Background: an optimization exercise with open tools, aiming at small area, a short achievable clock period and few clock cycles. Do not read the settings as production practice.
Where RTL was checked, it was by simulation tests only, not by an equivalence proof against the original.

==> flow/design.v <==
module SW #(parameter WIDTH_SCORE = 8, parameter WIDTH_POS_REF = 7, parameter WIDTH_POS_QUERY = 6)
       (
           input           clk,
           input           reset,
           input           valid,
           input [1:0]     data_ref,
           input [1:0]     data_query,
           output          finish,
           output [WIDTH_SCORE - 1:0]   max,
           output [WIDTH_POS_REF - 1:0]   pos_ref,
           output [WIDTH_POS_QUERY - 1:0]   pos_query
       );
localparam NQ = 48;
localparam K  = 3;                  
localparam P  = NQ / K;             
localparam D0 = 50 - P;             
localparam DL = D0 + P - 1;         
localparam FIN = DL + 65;           
function integer hw;                
    input integer v;
    integer b;
    begin
        b = 0;
        while ((1 << b) <= v) b = b + 1;
        hw = b;
    end
endfunction
reg [6:0] cnt;                      
reg       run;
reg       fin;
wire      go = valid | run;
always @(posedge clk or posedge reset)
begin
    if (reset) begin
        cnt <= 7'd0;
        run <= 1'b0;
        fin <= 1'b0;
    end
    else begin
        run <= go;
        if (go && cnt != FIN)
            cnt <= cnt + 7'd1;
        fin <= (cnt == FIN - 1);
    end
end
assign finish = fin;
reg [1:0] q_in;
reg [2*D0-1:0] rline;               
always @(posedge clk)
begin
    q_in  <= data_query;
    rline <= {rline[2*D0-3:0], data_ref};
end
reg  [7*NQ-1:0] Hr;                 
reg  [NQ-1:0]   eIr;
reg  [2*NQ-1:0] Qr;
wire [3*NQ-1:0] DWw;                
reg  [7*P-1:0]  Hdiag;              
reg  [3*P-1:0]  DWr;                
reg  [2*P-1:0]  Rr;                 
wire [2*P-1:0]  Rin;                
reg  [7*P-1:0]  Mr;                 
reg  [6*P-1:0]  Jr;                 
reg  [6:0] best;
reg  [6:0] best_r;
reg  [5:0] best_q;
reg  [6:0] o_max;
reg  [6:0] o_r;
reg  [5:0] o_q;
genvar p, c;
generate
for (p = 0; p < P; p = p + 1) begin : pe
    wire clr = (cnt == D0 + p - 1);
    wire ld  = (cnt >= p*K + 1) && (cnt <= p*K + K);
    if (p == 0) begin : r0
        assign Rin[1:0] = rline[2*D0-1:2*D0-2];
    end
    else begin : rn
        assign Rin[2*p+:2] = Rr[2*(p-1)+:2];
    end
    always @(posedge clk) begin
        Rr[2*p+:2] <= Rin[2*p+:2];
        DWr[3*p+:3] <= DWw[3*(p*K+K-1)+:3];
    end
    if (p > 0) begin : hd
        always @(posedge clk)
            Hdiag[7*p+:7] <= Hr[7*(p*K-1)+:7];
    end
    for (c = 0; c < K; c = c + 1) begin : col
        localparam j = p*K + c;
        localparam W = hw(2*(j+1));
        wire [6:0] hup = Hr[7*j+:7];
        wire [6:0] diag;
        wire [2:0] dw;
        if (c == 0) begin : c0
            if (p == 0) begin : p0
                assign diag = 7'd0;
                assign dw   = 3'd2;
            end
            else begin : pn
                assign diag = Hdiag[7*p+:7];
                assign dw   = DWr[3*(p-1)+:3];
            end
        end
        else begin : cn
            assign diag = Hr[7*(j-1)+:7];
            assign dw   = DWw[3*(j-1)+:3];
        end
        wire [2:0] u   = hup[2:0] - diag[2:0] + 3'd2;
        wire [2:0] iu  = u + eIr[j];
        wire       z   = (diag == 7'd0);
        wire       mt  = (Rin[2*p+:2] == Qr[2*j+:2]);
        wire [2:0] e;
        assign e[2] = mt | iu[2] | z;
        assign e[1] = mt | (iu[2] ? iu[1] : ~z);
        assign e[0] = mt ? (&iu) : (iu[2] ? iu[0] : ~z);
        wire [2:0] ea  = mt     ? ((&iu) ? 3'd1 : 3'd6 - u) :
                         iu[2]  ? {2'b00, eIr[j]} :
                         z      ? 3'd4 - u : 3'd3 - u;
        wire [2:0] eb  = 3'd1 - u;               
        wire [6:0] he  = diag + {{5{~e[2]}}, e[1:0]};     
        wire [6:0] hd  = diag + {{5{~dw[2]}}, dw[1:0]};   
        wire       ge  = (dw >= e);
        wire [2:0] r4  = ge ? dw : e;            
        wire [6:0] h   = ge ? hd : he;
        assign DWw[3*j+:3] = ge ? dw + eb : ea;
        always @(posedge clk) begin
            Hr[7*j+:7] <= clr ? 7'd0 : {{(7-W){1'b0}}, h[W-1:0]};
            eIr[j]     <= clr ? 1'b0 : (iu == r4);
            if (ld)
                Qr[2*j+:2] <= (c == K-1) ? q_in : Qr[2*(j+1)+:2];
        end
    end
    wire [7*(K+1)-1:0] mv;
    wire [6*(K+1)-1:0] jv;
    if (p == 0) begin : m0
        assign mv[6:0] = 7'd0;
        assign jv[5:0] = 6'd0;
    end
    else begin : mn
        assign mv[6:0] = Mr[7*(p-1)+:7];
        assign jv[5:0] = Jr[6*(p-1)+:6];
    end
    for (c = 0; c < K; c = c + 1) begin : mc
        wire [6:0] hc = Hr[7*(p*K+c)+:7];
        wire       gt = (hc > mv[7*c+:7]);
        assign mv[7*(c+1)+:7] = gt ? hc : mv[7*c+:7];
        assign jv[6*(c+1)+:6] = gt ? (p*K + c + 1) : jv[6*c+:6];
    end
    if (p < P-1) begin : mreg
        localparam WM = hw(2*(p*K+K));
        always @(posedge clk) begin
            Mr[7*p+:7] <= {{(7-WM){1'b0}}, mv[7*K+:WM]};
            Jr[6*p+:6] <= jv[6*K+:6];
        end
    end
    else begin : mlast
        wire       en  = (cnt >= DL + 1) && (cnt <= DL + 64);
        wire       upd = en && (mv[7*K+:7] > best);
        wire [6:0] nb  = upd ? mv[7*K+:7] : best;
        wire [5:0] nq  = upd ? jv[6*K+:6] : best_q;
        wire [6:0] nr  = upd ? cnt - DL   : best_r;
        always @(posedge clk or posedge reset) begin
            if (reset) begin
                best   <= 7'd0;
                best_r <= 7'd0;
                best_q <= 6'd0;
            end
            else begin
                best   <= nb;
                best_q <= nq;
                best_r <= nr;
            end
        end
        always @(posedge clk) begin
            if (cnt == FIN - 1) begin
                o_max <= nb;
                o_q   <= nq;
                o_r   <= nr;
            end
        end
    end
end
endgenerate
assign max       = {1'b0, o_max};
assign pos_ref   = o_r;
assign pos_query = o_q;
endmodule
clock: 33.0 ns
lec_check: 0
cap_margin: 20
core_margin: 2
core_utilization: 40
slew_margin: 20
standard.sh (not shown) runs the stock make flow with config.mk's settings and CLKGATE_MAP_FILE= SYNTH_SCRIPT=/design/flow/synth_recipe.tcl, a recipe that flattens the netlist after the stock synthesis.
==> flow/flow/run.sh <==
#!/bin/bash
set -euo pipefail
WORK=$(pwd)
rm -rf "$WORK/scripts_abc"
mkdir -p "$WORK/scripts_abc"
cp -r "$FLOW_HOME/scripts/." "$WORK/scripts_abc/"
cp "$WORK/flow/abc.script" "$WORK/scripts_abc/abc_speed.script"
bash "$WORK/standard.sh" SCRIPTS_DIR="$WORK/scripts_abc" ADDER_MAP_FILE= finish > "$WORK/flow_make.log" 2>&1
==> flow/flow/abc.script <==
strash
&get -n
&fraig -x
&put
scorr
dc2
strash
&get -n
&dch -f
&nf
&put
topo
stime -c
Change:
--- a/flow/design.v
+++ b/flow/design.v
@@ -8,13 +8,13 @@
            output          finish,
            output [WIDTH_SCORE - 1:0]   max,
            output [WIDTH_POS_REF - 1:0]   pos_ref,
            output [WIDTH_POS_QUERY - 1:0]   pos_query
        );
 localparam NQ = 48;
-localparam K  = 3;                  
+localparam K  = 4;                  
 localparam P  = NQ / K;             
 localparam D0 = 50 - P;             
 localparam DL = D0 + P - 1;         
 localparam FIN = DL + 65;           
 function integer hw;                
     input integer v;
@@ -61,15 +61,12 @@
 wire [2*P-1:0]  Rin;                
 reg  [7*P-1:0]  Mr;                 
 reg  [6*P-1:0]  Jr;                 
 reg  [6:0] best;
 reg  [6:0] best_r;
 reg  [5:0] best_q;
-reg  [6:0] o_max;
-reg  [6:0] o_r;
-reg  [5:0] o_q;
 genvar p, c;
 generate
 for (p = 0; p < P; p = p + 1) begin : pe
     wire clr = (cnt == D0 + p - 1);
     wire ld  = (cnt >= p*K + 1) && (cnt <= p*K + K);
     if (p == 0) begin : r0
@@ -152,37 +149,26 @@
         always @(posedge clk) begin
             Mr[7*p+:7] <= {{(7-WM){1'b0}}, mv[7*K+:WM]};
             Jr[6*p+:6] <= jv[6*K+:6];
         end
     end
     else begin : mlast
-        wire       en  = (cnt >= DL + 1) && (cnt <= DL + 64);
-        wire       upd = en && (mv[7*K+:7] > best);
-        wire [6:0] nb  = upd ? mv[7*K+:7] : best;
-        wire [5:0] nq  = upd ? jv[6*K+:6] : best_q;
-        wire [6:0] nr  = upd ? cnt - DL   : best_r;
+        wire en = (cnt >= DL + 1) && (cnt <= DL + 64);
         always @(posedge clk or posedge reset) begin
             if (reset) begin
                 best   <= 7'd0;
                 best_r <= 7'd0;
                 best_q <= 6'd0;
             end
-            else begin
-                best   <= nb;
-                best_q <= nq;
-                best_r <= nr;
-            end
-        end
-        always @(posedge clk) begin
-            if (cnt == FIN - 1) begin
-                o_max <= nb;
-                o_q   <= nq;
-                o_r   <= nr;
+            else if (en && mv[7*K+:7] > best) begin
+                best   <= mv[7*K+:7];
+                best_q <= jv[6*K+:6];
+                best_r <= cnt - DL;
             end
         end
     end
 end
 endgenerate
-assign max       = {1'b0, o_max};
-assign pos_ref   = o_r;
-assign pos_query = o_q;
+assign max       = {1'b0, best};
+assign pos_ref   = best_r;
+assign pos_query = best_q;
 endmodule
After rerunning:
- flip-flop and latch count fell by 91
- setup slack got worse by 1.4 ns
- global-route usage fell by 0.18 points
- utilization fell by 0.24 points
- non-clock buffer count rose by 4
- first-iteration DRC count fell by 4.9%
No run of this note included a check of the RTL's function; only the layout flow was run.

---

Another version of the RTL of SW (not shown whole).
Size in the first run: ~7800 cells after synthesis, about 1000 flip-flops, about 29 I/O pins.
==> module SW, before the edit <==
module SW #(parameter WIDTH_SCORE = 8, parameter WIDTH_POS_REF = 7, parameter WIDTH_POS_QUERY = 6)
       (
           input           clk,
           input           reset,
           input           valid,
           input [1:0]     data_ref,
           input [1:0]     data_query,
           output          finish,
           output [WIDTH_SCORE - 1:0]   max,
           output [WIDTH_POS_REF - 1:0]   pos_ref,
           output [WIDTH_POS_QUERY - 1:0]   pos_query
       );
localparam NQ = 48;
localparam K  = 2;                  
localparam P  = NQ / K;             
localparam D0 = 50 - P;             
localparam DL = D0 + P - 1;         
localparam FIN = DL + 65;           
function integer hw;                
    input integer v;
    integer b;
    begin
        b = 0;
        while ((1 << b) <= v) b = b + 1;
        hw = b;
    end
endfunction
reg [6:0] cnt;                      
reg       run;
reg       fin;
wire      go = valid | run;
always @(posedge clk or posedge reset)
begin
    if (reset) begin
        cnt <= 7'd0;
        run <= 1'b0;
        fin <= 1'b0;
    end
    else begin
        run <= go;
        if (go && cnt != FIN)
            cnt <= cnt + 7'd1;
        fin <= (cnt == FIN - 1);
    end
end
assign finish = fin;
reg [1:0] q_in;
reg [2*D0-1:0] rline;               
always @(posedge clk)
begin
    q_in  <= data_query;
    rline <= {rline[2*D0-3:0], data_ref};
end
reg  [7*NQ-1:0] Hr;                 
reg  [NQ-1:0]   eIr;
reg  [2*NQ-1:0] Qr;
wire [3*NQ-1:0] DWw;                
reg  [7*P-1:0]  Hdiag;              
reg  [3*P-1:0]  DWr;                
reg  [2*P-1:0]  Rr;                 
wire [2*P-1:0]  Rin;                
reg  [7*P-1:0]  Mr;                 
reg  [6*P-1:0]  Jr;                 
reg  [6:0] best;
reg  [6:0] best_r;
reg  [5:0] best_q;
genvar p, c;
generate
for (p = 0; p < P; p = p + 1) begin : pe
    wire clr = (cnt == D0 + p - 1);
    wire ld  = (cnt >= p*K + 1) && (cnt <= p*K + K);
    if (p == 0) begin : r0
        assign Rin[1:0] = rline[2*D0-1:2*D0-2];
    end
    else begin : rn
        assign Rin[2*p+:2] = Rr[2*(p-1)+:2];
    end
    always @(posedge clk) begin
        Rr[2*p+:2] <= Rin[2*p+:2];
        DWr[3*p+:3] <= DWw[3*(p*K+K-1)+:3];
    end
    if (p > 0) begin : hd
        always @(posedge clk)
            Hdiag[7*p+:7] <= Hr[7*(p*K-1)+:7];
    end
    for (c = 0; c < K; c = c + 1) begin : col
        localparam j = p*K + c;
        localparam W = hw(2*(j+1));
        wire [6:0] hup = Hr[7*j+:7];
        wire [6:0] diag;
        wire [2:0] dw;
        if (c == 0) begin : c0
            if (p == 0) begin : p0
                assign diag = 7'd0;
                assign dw   = 3'd2;
            end
            else begin : pn
                assign diag = Hdiag[7*p+:7];
                assign dw   = DWr[3*(p-1)+:3];
            end
        end
        else begin : cn
            assign diag = Hr[7*(j-1)+:7];
            assign dw   = DWw[3*(j-1)+:3];
        end
        wire [2:0] u   = hup[2:0] - diag[2:0] + 3'd2;
        wire [2:0] iu  = u + eIr[j];
        wire       z   = (diag == 7'd0);
        wire       mt  = (Rin[2*p+:2] == Qr[2*j+:2]);
        wire [2:0] e;
        assign e[2] = mt | iu[2] | z;
        assign e[1] = mt | (iu[2] ? iu[1] : ~z);
        assign e[0] = mt ? (&iu) : (iu[2] ? iu[0] : ~z);
        wire [2:0] ea  = mt     ? ((&iu) ? 3'd1 : 3'd6 - u) :
                         iu[2]  ? {2'b00, eIr[j]} :
                         z      ? 3'd4 - u : 3'd3 - u;
        wire [2:0] eb  = 3'd1 - u;               
        wire [6:0] he  = diag + {{5{~e[2]}}, e[1:0]};     
        wire [6:0] hd  = diag + {{5{~dw[2]}}, dw[1:0]};   
        wire       ge  = (dw >= e);
        wire [2:0] r4  = ge ? dw : e;            
        wire [6:0] h   = ge ? hd : he;
        assign DWw[3*j+:3] = ge ? dw + eb : ea;
        always @(posedge clk) begin
            Hr[7*j+:7] <= clr ? 7'd0 : {{(7-W){1'b0}}, h[W-1:0]};
            eIr[j]     <= clr ? 1'b0 : (iu == r4);
            if (ld)
                Qr[2*j+:2] <= (c == K-1) ? q_in : Qr[2*(j+1)+:2];
        end
    end
    wire [7*(K+1)-1:0] mv;
    wire [6*(K+1)-1:0] jv;
    if (p == 0) begin : m0
        assign mv[6:0] = 7'd0;
        assign jv[5:0] = 6'd0;
    end
    else begin : mn
        assign mv[6:0] = Mr[7*(p-1)+:7];
        assign jv[5:0] = Jr[6*(p-1)+:6];
    end
    for (c = 0; c < K; c = c + 1) begin : mc
        wire [6:0] hc = Hr[7*(p*K+c)+:7];
        wire       gt = (hc > mv[7*c+:7]);
        assign mv[7*(c+1)+:7] = gt ? hc : mv[7*c+:7];
        assign jv[6*(c+1)+:6] = gt ? (p*K + c + 1) : jv[6*c+:6];
    end
    if (p < P-1) begin : mreg
        localparam WM = hw(2*(p*K+K));
        always @(posedge clk) begin
            Mr[7*p+:7] <= {{(7-WM){1'b0}}, mv[7*K+:WM]};
            Jr[6*p+:6] <= jv[6*K+:6];
        end
    end
    else begin : mlast
        wire en = (cnt >= DL + 1) && (cnt <= DL + 64);
        always @(posedge clk or posedge reset) begin
            if (reset) begin
                best   <= 7'd0;
                best_r <= 7'd0;
                best_q <= 6'd0;
            end
            else if (en && mv[7*K+:7] > best) begin
                best   <= mv[7*K+:7];
                best_q <= jv[6*K+:6];
                best_r <= cnt - DL;
            end
        end
    end
end
endgenerate
assign max       = {1'b0, best};
assign pos_ref   = best_r;
assign pos_query = best_q;
endmodule
make LEC_CHECK=0 CAP_MARGIN=20 CORE_MARGIN=2 CORE_UTILIZATION=40 SLEW_MARGIN=20 finish   # period 33.0 ns
run.sh (not shown) runs the stock make flow with config.mk's settings and CLKGATE_MAP_FILE= SYNTH_SCRIPT=/design/flow/synth_recipe.tcl, a recipe that flattens the netlist after the stock synthesis.
Stock flow here: none of the scripts above is used.
The first run finished with timing, DRC and antenna clean.
Testbench counts at the start, summed over its fixed seeds: cycles 22,264.
Rerun with:
--- a/flow/design.v
+++ b/flow/design.v
@@ -9,11 +9,11 @@
            output [WIDTH_SCORE - 1:0]   max,
            output [WIDTH_POS_REF - 1:0]   pos_ref,
            output [WIDTH_POS_QUERY - 1:0]   pos_query
        );
 localparam NQ = 48;
-localparam K  = 2;                  
+localparam K  = 4;                  
 localparam P  = NQ / K;             
 localparam D0 = 50 - P;             
 localparam DL = D0 + P - 1;         
 localparam FIN = DL + 65;           
 function integer hw;                
@@ -109,13 +109,11 @@
         wire       mt  = (Rin[2*p+:2] == Qr[2*j+:2]);
         wire [2:0] e;
         assign e[2] = mt | iu[2] | z;
         assign e[1] = mt | (iu[2] ? iu[1] : ~z);
         assign e[0] = mt ? (&iu) : (iu[2] ? iu[0] : ~z);
-        wire [2:0] ea  = mt     ? ((&iu) ? 3'd1 : 3'd6 - u) :
-                         iu[2]  ? {2'b00, eIr[j]} :
-                         z      ? 3'd4 - u : 3'd3 - u;
+        wire [2:0] ea  = e - u;                  
         wire [2:0] eb  = 3'd1 - u;               
         wire [6:0] he  = diag + {{5{~e[2]}}, e[1:0]};     
         wire [6:0] hd  = diag + {{5{~dw[2]}}, dw[1:0]};   
         wire       ge  = (dw >= e);
         wire [2:0] r4  = ge ? dw : e;            
Result: Non-clock buffer count went down by 9; die area went down by 15%; critical path depth went up by 43; final cell count went down by 15%; final area went down by 15%; core utilization went down by 0.17 points; worst setup slack degrades by 1900 ps.
Testbench counts after the change, summed over its fixed seeds: cycles 22,264.

port drivers added, routing unchanged:
The flow's constraints put no driver on any port. The routed layouts listed below were extracted and timed again, unchanged, in two steps. Step 1 assumes that a clkbuf_16 drives the clock port and a buf_2 every other input. Step 2 adds t to the input delays and takes it off the output delays; t is the mean of the earliest and latest rising clock arrival at the registers after step 1. Input paths then give back, and output paths get back, about the clock's delay inside the block. Slacks: no drivers / after step 1 / after step 2; pairs: no drivers / after step 1.
| run | t, ns | slack for setup (ns) | hold WS [ns] | worst data-port slew with drivers (ns) |
|---|---|---|---|---|
| the first run of note 1 | 0.787 | 24.788 / 24.714 / 24.716 | 0.317 / 0.317 / 0.317 | 0.03 |
| the second run of note 1 | 0.734 | 23.345 / 23.345 / 23.345 | 0.319 / 0.319 / 0.319 | 0.04 |
| the first run of note 2 | 0.799 | 24.744 / 24.666 / 24.800 | 0.323 / 0.323 / 0.323 | 0.03 |
| the second run of note 2 | 0.754 | 22.819 / 22.819 / 22.819 | 0.294 / 0.294 / 0.294 | 0.04 |
After both steps setup and hold are still met in every run listed. For the first run of note 1, which loses most, drivers alone change the setup slack by -0.074 ns; drivers and shift together by -0.072 ns.
